Context: an optimization exercise on an open-source flow, tuned for small area and a short achievable clock period. The choices shown serve that exercise and are no tape-out recipe.
The RTL was checked by simulation tests, not by an equivalence proof against the original design.

==> flow/design.v (outline; a module is shown in full before it is edited, if it fits) <==
// module BU2_NWC: 2704 lines
// module fa1: 4 lines
// module ppsel3: 3 lines
// module ppsel2: 3 lines
// module ppsel1: 3 lines
// module ha1: 4 lines
// module outfix: 91 lines
// module obit: 3 lines
// module lt3: 6 lines
// module sub3p: 69 lines
// module sub3m: 69 lines
// module g_nor2: 3 lines
// module g_nor3: 3 lines
// module g_nor4: 3 lines
// module g_and2: 3 lines
// module g_inv: 3 lines
module BU2_NWC (
    input [28-1:0] in1,
    input [28-1:0] in2,
    input [28-1:0] twiddle,
    input [28-1:0] modulus,
    input rst,
    input clk,
    output logic [28-1:0] BU_a,
    output logic [28-1:0] BU_b,
    output logic [28-1:0] twiddle_BU_out,
    output logic [28-1:0] modulus_BU_out
);
  // ...
==> flow/run.sh <==
#!/bin/bash
# synth_recipe.tcl (not shown) runs the flow's synth.tcl, then flattens the netlist and writes it again
# the make line also repeats each setting of config.mk as NAME=value (left out here)
make -C /OpenROAD-flow-scripts/flow DESIGN_CONFIG=/design/flow/config.mk WORK_HOME=/design/flow/orfs CLKGATE_MAP_FILE= SYNTH_SCRIPT=/design/flow/synth_recipe.tcl finish
==> flow/config.mk <==
export PLATFORM = sky130hd
export DESIGN_NAME = BU2_NWC
export DESIGN_NICKNAME = BU2_NWC
export VERILOG_FILES = /design/flow/design.v
export SDC_FILE = /design/flow/constraint.sdc
export NUM_CORES = 4
export LEC_CHECK = 0
export CAP_MARGIN = 20
export CORE_MARGIN = 2
export CORE_UTILIZATION = 40
export SETUP_SLACK_MARGIN = 5
export SLEW_MARGIN = 20
export SYNTH_HIERARCHICAL = 1
export SYNTH_MINIMUM_KEEP_SIZE = 0
==> flow/constraint.sdc <==
create_clock -name core_clock -period 11.0 [get_ports {clk}]
set_input_delay 2.2000 -clock core_clock [delete_from_list [all_inputs] [get_ports {clk}]]
set_output_delay 2.2000 -clock core_clock [all_outputs]
set_load 0.01 [all_outputs]
==> out/metrics.cfg, run 1 <==
[logic_synthesis]
netlist_instances=3788
avgSynthCellArea_um2=11.9
synth-compound-area-share_pct=16.6
synth_fa_ha_area_share_pct=38.6
synth-seq-cells=633
dominantRegCellSynth=dfxtp_1
synthXorXnorAreaFrac_pct=2.28
async_reset_ff_share_pct=20.1
yosys-top-cells-area=fa_1 (32%), dfxtp_1 (22%), a222oi_1 (8.4%), dfrtp_1 (7.0%), ha_1 (6.8%)

[finish]
inv_count=482
clk_share_pct=4.96
final_cell_area_mm2=0.0520

[timing]
maxSlewHeadroom_pct=19.5
final.setup.worst_slack_ps=5320

[critical_path]
timing.rr.start=ta3n[1]
critical_path_class=flip-flop to primary output
rrSetupSlack_ps=5450
endpoint=BU_a[25]

[detailed_routing]
route.met3.wl_mm=15.5
postRouteAntennaNets=0
drt_pass1_iterations=20

[floorplan]
nWellTaps=1500
fp.dieH_um=340

[min_path]
hold_depth=0

[clock_tree]
clk_pin_slew_ps=60
cts_buffers=72
cts_tree=done
postCtsHoldBufs=0
clk_root_buffer_cell=clkbuf_16

[status]
run_status=no timing/DRC/antenna violations

[global_route]
grt_pass1_vias=34600

==> run 2: changes to the inputs <==
==> flow/flow/run.sh (new file) <==
#!/bin/bash
# The standard layout (the standard.sh: standard synthesis, ORFS place/CTS/route) with
# repair_timing aiming at a 6 ns setup margin, so that the resizer keeps working on the
# critical paths after the 11 ns clock is met. Constraints and clock are unchanged.
set -euo pipefail
bash standard.sh SETUP_SLACK_MARGIN=6 finish > standard.log 2>&1
==> flow/standard.sh (new file) <==
#!/bin/bash
# synth_recipe.tcl (not shown) runs the flow's synth.tcl, then flattens the netlist and writes it again
# the make line also repeats each setting of config.mk as NAME=value (left out here)
make -C /OpenROAD-flow-scripts/flow DESIGN_CONFIG=/design/flow/config.mk WORK_HOME=/design/flow/orfs CLKGATE_MAP_FILE= SYNTH_SCRIPT=/design/flow/synth_recipe.tcl "${@:-finish}"
--- a/flow/config.mk
+++ b/flow/config.mk
@@ -10,3 +10,2 @@
 export CORE_UTILIZATION = 40
-export SETUP_SLACK_MARGIN = 5
 export SLEW_MARGIN = 20
removed: flow/run.sh
==> run 2 against run 1 <==
  * Still clean on timing, DRC and antenna
  * Non-clock buffer count grew 115
  * Register-to-register slack improved by 500 ps
  * Via count is 2.0% higher
  * Critical path depth rose by 2
  * Critical path type unchanged
  * Largest cell class unchanged
  * Highest routed layer is now met4
==> out/metrics.cfg, run 2 <==
[floorplan]
fp-row-count=123  ; unchanged
core_area_mm2=0.112  ; unchanged
die_width_um=340  ; unchanged
fp.dieH_um=340  ; unchanged
die_area_mm2=0.116  ; unchanged
initial_utilization_pct=40.2  ; unchanged
ioPinCount=226  ; unchanged

[status]
run_status=no timing/DRC/antenna violations  ; unchanged

[finish]
fin_util_pct=48.0  ; was 46.3%
largest_reg_flops=55  ; unchanged
multi_input_area_mm2=0.0307  ; was 0.0297 mm2
seqCellArea_mm2=0.0134  ; was 0.0133 mm2
fill_cells=10100  ; was 10300
layout_commonest_cell=fa_1  ; unchanged
area_delta_synth_final_pct=19.4  ; was 15.0%
largestRegisters=S2n x55, C2n x53  ; unchanged
layout_common_cells=fa_1 (706), inv_1 (462), dfxtp_1 (450)  ; was fa_1 (714), dfxtp_1 (504), inv_1 (480)
fin_cells=5749  ; was 5627
fin_nets=5263  ; was 5140
final_cell_area_mm2=0.0540  ; was 0.0520 mm2
largest-register=S2n  ; unchanged
drive_above_1_share_pct=16.9  ; was 8.21%

[global_route]
antenna_found_initial=4  ; was 3
grt_util_all_layers_pct=24.2  ; was 23.8%
grt_overflow=0  ; unchanged
grt_pass1_wl_mm=216  ; was 211 mm
grt_max_degree=66  ; was 67
grt_pass1_vias=35900  ; was 34600

[timing]
worstMarginPinSlew_ps=1370  ; was 1210 ps
fin_crit_ps=5080  ; was 5680 ps
maxSlewHeadroom_pct=8.76  ; was 19.5%
finClkSkew_ps=30.5  ; was 30.4 ps
finalSetupTns_ps=0  ; unchanged
max_freq_mhz=197  ; was 176 MHz
hold_viol=0  ; unchanged
rsz0062_at_grt=true  ; was false
drv_slew=0  ; unchanged
finalSetupViolations=0  ; unchanged
fin_crit_sh_pct=46.2  ; was 51.7%

[logic_synthesis]
synth.most_common_cell=fa_1  ; unchanged
netlist_instances=3788  ; unchanged
async_reset_ff_share_pct=20.1  ; unchanged
synth_top_area_share_pct=31.6  ; unchanged
dominantRegCellSynth=dfxtp_1  ; unchanged
yosysTopAreaCell=fa_1  ; unchanged
synth.yosys.seq_area_share_pct=29.4  ; unchanged
synth_commonest_cells=fa_1 (714), dfxtp_1 (506), inv_1 (481)  ; unchanged
ys_warn_count=9  ; unchanged
ys_types=99  ; unchanged
syn_area_mm2=0.0452  ; unchanged
yosys-top-cells-area=fa_1 (32%), dfxtp_1 (22%), a222oi_1 (8.4%), dfrtp_1 (7.0%), ha_1 (6.8%)  ; unchanged
synth_edf_count=0  ; unchanged
avgSynthCellArea_um2=11.9  ; unchanged
synth-seq-cells=633  ; unchanged

[critical_path]
reg2reg_depth=15  ; was 13
rrSetupSlack_ps=5950  ; was 5450 ps
timing.rr.start=PL3[2]  ; was ta3n[1]
cp.arrival_ps=2880  ; was 3480 ps
cp.required_ps=8800  ; about the same
worst-path-max-fanout=5  ; was 23
critical_path_class=flip-flop to primary output  ; unchanged
crit_path_end_kind=primary output  ; unchanged
start_kind=flip-flop  ; unchanged
crit_start=ka4[1]  ; unchanged
r2r_end=zaa4  ; was ka4[0]
endpoint=BU_a[21]  ; was BU_a[25]

[clock_tree]
clk_pin_slew_ps=60  ; about the same
postCtsHoldBufs=0  ; unchanged
clk_root_buffer_cell=clkbuf_16  ; unchanged
clkLatencyLatePin_ps=670  ; was 650 ps
cts_buffers=72  ; unchanged
htree_num_levels=3  ; unchanged
clockBufferDepth=3  ; unchanged
cts.sinks=633  ; unchanged
cts_tree=done  ; unchanged

[detailed_routing]
postRouteAntennaNets=0  ; unchanged
first_iter_violations=5903  ; was 6195
wl_mm=143  ; was 140 mm
vias=34100  ; was 33500
drc_errors=0  ; unchanged
routedWlPerCell_um=24.9  ; was 24.8 um
routed_via_density=5.94  ; was 5.95
drt_pass1_iterations=22  ; was 20

[min_path]
hold_path_class=flip-flop to flip-flop  ; unchanged

[place]
dpl_cell_area_mm2=0.0494  ; about the same
dp.cells=5491  ; was 5493
port-buffer-count=225  ; unchanged
hpwl_mm=96.0  ; was 97.0 mm
gp_congestion=0.919  ; was 0.927

[flow_run]
max_cap_violations=0  ; unchanged

==> run 2: cell counts after synthesis <==
Identical to the previous run, type by type.
==> run 2: layout make-up <==
class                      instances  share of cell area (%)
clock buffer                      96                    3.79
tap                             1500                    3.48
timing repair buffer             402                    6.59
antenna                            1                 0.00464
clock inverter                    36                   0.944
multi-input combinational       2599                    57.0
inverter                         482                    3.40
sequential                       633                    24.8
==> run 2: per-layer routing <==
metal	GRT usage, %	up-vias	part of all wire [%]
li1	-	14400	-
met3	7.67	610	11
met1	30.0	16800	38
met5	0	-	0
met2	38.6	2267	45
met4	11.5	0	5.4
==> run 2: worst min path at each step <==
stage                    from         to  slack [ps]  cells past startpoint
detailed placement  in1_2[19]  in1_3[19]         310                      0
finish              in1_2[20]  in1_3[20]         320                      0
global placement       tw2[0]     tw3[0]         310                      0
floorplan            in1_1[0]   in1_2[0]         310                      0
global route        in1_2[18]  in1_3[18]         330                      0
CTS                 in1_1[11]  in1_2[11]         320                      0
==> run 2: timing repair <==
action                     in CTS  in global routing
resized for setup             266                272
pin swaps                      60                139
cloned                          7                  1
setup buffers                  76                 41
setup endpoints to repair      90                 95
hold endpoints to repair        0                  0
==> run 2: logic make-up (layout without fill, tap and decap cells) <==
group	Yosys count	after routing	synth area share, %
AO/OA/AOI/OAI	903	903	16.6
XOR/XNOR	117	118	2.28
adder cells (fa/ha/maj)	967	968	38.6
buffers and inverters	569	1016	5.29
flip-flops	633	633	29.4
multiplexers	18	18	0.468
other	6	12	0.0498
AND/OR/NAND/NOR	575	581	7.27
==> run 2: modules after synthesis (local to each module, per instance), a selection <==
module   flip-flops and latches  cell area [um2]  copies in the design
fa1                           0             20.0                   710
lt3                           0             43.8                     4
g_and2                        0             6.26                    56
sub3m                         0              156                     2
g_nor4                        0             12.5                    12
obit                          0             26.3                    50
ha1                           0             12.5                    28
BU2_NWC                     633            23100                     1
outfix                        0              256                     2
==> run 2: stage by stage <==
step           hold slack, ps  setup slack (ps)
2_1_floorplan             310              6030
3_3_place_gp              310              4700
3_5_place_dp              312              4710
4_1_cts                   320              5870
5_1_grt                   325              5780
6_report                  320              5920
==> run 2: worst max-delay path, cell delays in order, from the launching register on <==
cell      delay (ps)
dfrtp_2          400
buf_6            120
buf_6             90
nand2b_1          50
a221o_1          340
o22ai_4          290
and3_4           290
buf_6            100
buf_6            100
a21oi_2           50
a22o_1           250
buf_2            140
==> run 3: changes to the inputs <==
==> flow/flow/run.sh (replaced) <==
#!/bin/bash
# The standard layout (the standard.sh: standard synthesis, ORFS place/CTS/route) with
# repair_timing aiming at a 6.5 ns setup margin, so that the resizer keeps working on the
# critical paths after the 11 ns clock is met. Constraints and clock are unchanged.
set -euo pipefail
bash standard.sh SETUP_SLACK_MARGIN=6.5 finish > standard.log 2>&1
==> run 3 against run 2 <==
  * Core utilization grew 1.1 points
  * Sequential share of layout area shrank 0.37 points
  * Routed wire length grew 0.55%
  * Register-to-register slack gained 230 ps
  * Sequential cell count is the same
  * Via count grew 0.53%
==> out/metrics.cfg, run 3 <==
[critical_path]
crit_path_end_kind=primary output  ; unchanged
cp.arrival_ps=2750  ; was 2880 ps
worst-path-max-fanout=6  ; was 5
cp.required_ps=8800  ; about the same
start_kind=flip-flop  ; unchanged
reg2reg_depth=15  ; unchanged
rrSetupSlack_ps=6180  ; was 5950 ps
path_cells=buf_6 -> buf_6 -> nand2b_4 -> a221o_1 -> o22ai_4 -> and3_4 -> buf_6 -> a21oi_2 -> a22o_1 -> buf_2  ; was buf_6 -> buf_6 -> nand2b_1 -> a221o_1 -> o22ai_4 -> and3_4 -> buf_6 -> buf_6 -> a21oi_2 -> a22o_1 -> buf_2
r2r_end=zaa4  ; unchanged
critical_path_class=flip-flop to primary output  ; unchanged
cpMostUsedCell=buf_6  ; unchanged
cp_slowest_stage_delay_ps=400  ; about the same
timing.rr.start=PL3[3]  ; was PL3[2]
slowest_stage=dfrtp_2  ; unchanged

[logic_synthesis]
yosysTopAreaCell=fa_1  ; unchanged
netlist_instances=3788  ; unchanged
synth.yosys.seq_area_share_pct=29.4  ; unchanged
synth_edf_count=0  ; unchanged
synth_top_area_share_pct=31.6  ; unchanged
synth_commonest_cells=fa_1 (714), dfxtp_1 (506), inv_1 (481)  ; unchanged
synth.most_common_cell=fa_1  ; unchanged
async_reset_ff_share_pct=20.1  ; unchanged
synth-seq-cells=633  ; unchanged
dominantRegCellSynth=dfxtp_1  ; unchanged
avgSynthCellArea_um2=11.9  ; unchanged
ys_types=99  ; unchanged
yosys-top-cells-area=fa_1 (32%), dfxtp_1 (22%), a222oi_1 (8.4%), dfrtp_1 (7.0%), ha_1 (6.8%)  ; unchanged
ys_warn_count=9  ; unchanged
syn_area_mm2=0.0452  ; unchanged

[finish]
fin_util_pct=49.1  ; was 48.0%
fill_cells=10000  ; was 10100
layout_commonest_cell=fa_1  ; unchanged
area_delta_synth_final_pct=22.1  ; was 19.4%
fin_nets=5301  ; was 5263
largestRegisters=S2n x55, C2n x53  ; unchanged
layout_common_cells=fa_1 (595), inv_1 (452), dfxtp_1 (435)  ; was fa_1 (706), inv_1 (462), dfxtp_1 (450)
largest-register=S2n  ; unchanged
drive_above_1_share_pct=22.6  ; was 16.9%
largest_reg_flops=55  ; unchanged

[global_route]
grt_pass1_wl_mm=218  ; was 216 mm
grt_max_degree=64  ; was 66
grt_util_all_layers_pct=24.5  ; was 24.2%
grt_pass1_vias=36100  ; was 35900
grt_overflow=0  ; unchanged
antenna_found_initial=1  ; was 4

[min_path]
hold_depth=0  ; unchanged
min_from=tw2[18]  ; was in1_2[20]
holdPathEnd=tw3[18]  ; was in1_3[20]
hold_path_class=flip-flop to flip-flop  ; unchanged

[timing]
max_freq_mhz=202  ; was 197 MHz
fin_crit_ps=4950  ; was 5080 ps
finalSetupViolations=0  ; unchanged
finClkSkew_ps=28.8  ; was 30.5 ps
hold_viol=0  ; unchanged
rsz0062_at_grt=true  ; unchanged
maxSlewHeadroom_pct=14.3  ; was 8.76%
fin_crit_sh_pct=45.0  ; was 46.2%
worstMarginPinSlew_ps=1280  ; was 1370 ps
drv_slew=0  ; unchanged
finalSetupTns_ps=0  ; unchanged

[detailed_routing]
wl_mm=144  ; was 143 mm
postRouteAntennaNets=0  ; unchanged
routedWlPerCell_um=24.9  ; about the same
routed_via_density=5.93  ; was 5.94
drc_errors=0  ; unchanged
vias=34300  ; was 34100
first_iter_violations=5859  ; was 5903
drt_pass1_iterations=14  ; was 22

[flow_run]
max_cap_violations=0  ; unchanged

[clock_tree]
clockBufferDepth=3  ; unchanged
cts_tree=done  ; unchanged
clkLatencyLatePin_ps=670  ; about the same
cts.sinks=633  ; unchanged
cts_buffers=70  ; was 72
clk_pin_slew_ps=70  ; was 60 ps
clk_root_buffer_cell=clkbuf_16  ; unchanged
htree_num_levels=3  ; unchanged
postCtsHoldBufs=0  ; unchanged

[floorplan]
ioPinCount=226  ; unchanged
die_width_um=340  ; unchanged
die_area_mm2=0.116  ; unchanged
fp.dieH_um=340  ; unchanged
core_area_mm2=0.112  ; unchanged
fp-row-count=123  ; unchanged
initial_utilization_pct=40.2  ; unchanged

[place]
gp_congestion=0.920  ; was 0.919
hpwl_mm=96.9  ; was 96.0 mm
port-buffer-count=225  ; unchanged

[status]
run_status=no timing/DRC/antenna violations  ; unchanged

[run 3: cell count changes in the layout (fill, tap and decap cells not counted), moves of 15 or more]
cell / delta
buf_4: +38
fa_2: +111
dfxtp_2: -17
ha_4: +31
dfxtp_1: -15
fa_1: -111
ha_1: -39
dfxtp_4: +32
[run 3: final cells by class]
class / instances / area (um2) / area share (%)
repair buffers: 443 / 3840 / 6.96
diodes: 3 / 7.51 / 0.0136
multi-input cells: 2598 / 31700 / 57.4
clock buffers: 92 / 1960 / 3.54
flip-flops and latches: 633 / 13500 / 24.5
well taps: 1500 / 1880 / 3.40
clock inverters: 37 / 497 / 0.900
inverters: 482 / 1830 / 3.31
[run 3: routing by layer]
layer  global-route usage (%)  vias up  part of all wire, %
li1                         -    14500                    -
met1                     30.4    16900                   38
met2                     38.3     2259                   44
met3                     8.03      628                   11
met4                     12.2        2                  6.0
met5                    0.490        -                0.055
[run 3: repair_timing]
item / CTS / global route
setup buffers: 127 / 30
resized for setup: 568 / 178
setup endpoints to repair: 113 / 110
pin swaps: 201 / 149
gates cloned: 8 / 0
[run 3: metrics by stage]
stage	std cells	setup slack, ps	instance area, um2	hold WS (ps)
4_1_cts	5755	6000	54300	320
3_3_place_gp	5491	5340	49800	309
6_report	5788	6050	55200	315
3_5_place_dp	5491	5340	49800	312
2_1_floorplan	3793	6370	45600	310
5_1_grt	5785	5930	55200	318
[run 3: cells by family (layout without fill, tap and decap cells)]
kind of cell	after synthesis	after routing	synth area share [%]
muxes	18	18	0.468
other	6	14	0.0498
AOI/OAI and AO/OA	903	903	16.6
buffers and inverters	569	1054	5.29
DFF	633	633	29.4
and+or+nand+nor	575	581	7.27
xor gates and xnor gates	117	117	2.28
adders and majority gates	967	968	38.6
[run 3: worst max-delay path by stage]
stage                     cells after the start       end        from  slack, ps
after floorplan                              12  x3_1[28]  twiddle[1]       6370
after global placement                       13  x3_1[28]  twiddle[1]       5340
after detailed placement                     13  x3_1[28]  twiddle[1]       5340
after CTS                                     9  BU_b[16]      kb4[0]       6000
after global routing                         10  BU_a[20]      ka4[0]       5930
final                                        10  BU_b[16]      kb4[1]       6050
[run 3: Yosys stat by module, one instance, submodules excluded, a selection]
module	copies in the design	flip-flops and latches
lt3	4	0
g_nor2	12	0
BU2_NWC	1	633
outfix	2	0
obit	50	0
sub3m	2	0
g_inv	12	0
sub3p	2	0
g_nor3	12	0
[run 3: critical path, delay by kind of cell (launching register included)]
family	cells	cell delay, ps
flops	1	400
buf+inv	4	500
simple gates	2	350
compound gates	4	860

[afterwards: timing with drivers on the ports]
The flow's constraints put no driver on any port. The routed layouts listed below were extracted and timed again, unchanged, in two steps.
Step 1 sets driving cells, clkbuf_16 on the clock port and buf_2 on the other inputs (assumed; they add their load-dependent delay and slew).
Step 2 times the ports against the registers' clock, not the clock port: input delays grow and output delays shrink by t, the midpoint of the rising clock arrivals with the driver on.
Three values: ideal, step 1, step 2; two values: the first two.
run | t, ns | setup slack, ns | clock arrival spread, ns | worst slew at a driven data input, ns | pins driven straight from the clock port
run 1 | 0.703 | 5.317 / 5.248 / 4.719 | 0.034 / 0.034 | 0.06 | 1
run 2 | 0.718 | 5.918 / 5.852 / 5.455 | 0.033 / 0.033 | 0.06 | 1
run 3 | 0.722 | 6.052 / 5.985 / 5.894 | 0.032 / 0.032 | 0.06 | 1
After both steps every run listed still meets setup and hold. The setup slack of run 1, which loses most, moves by -0.069 ns with the drivers and by -0.598 ns with both steps.
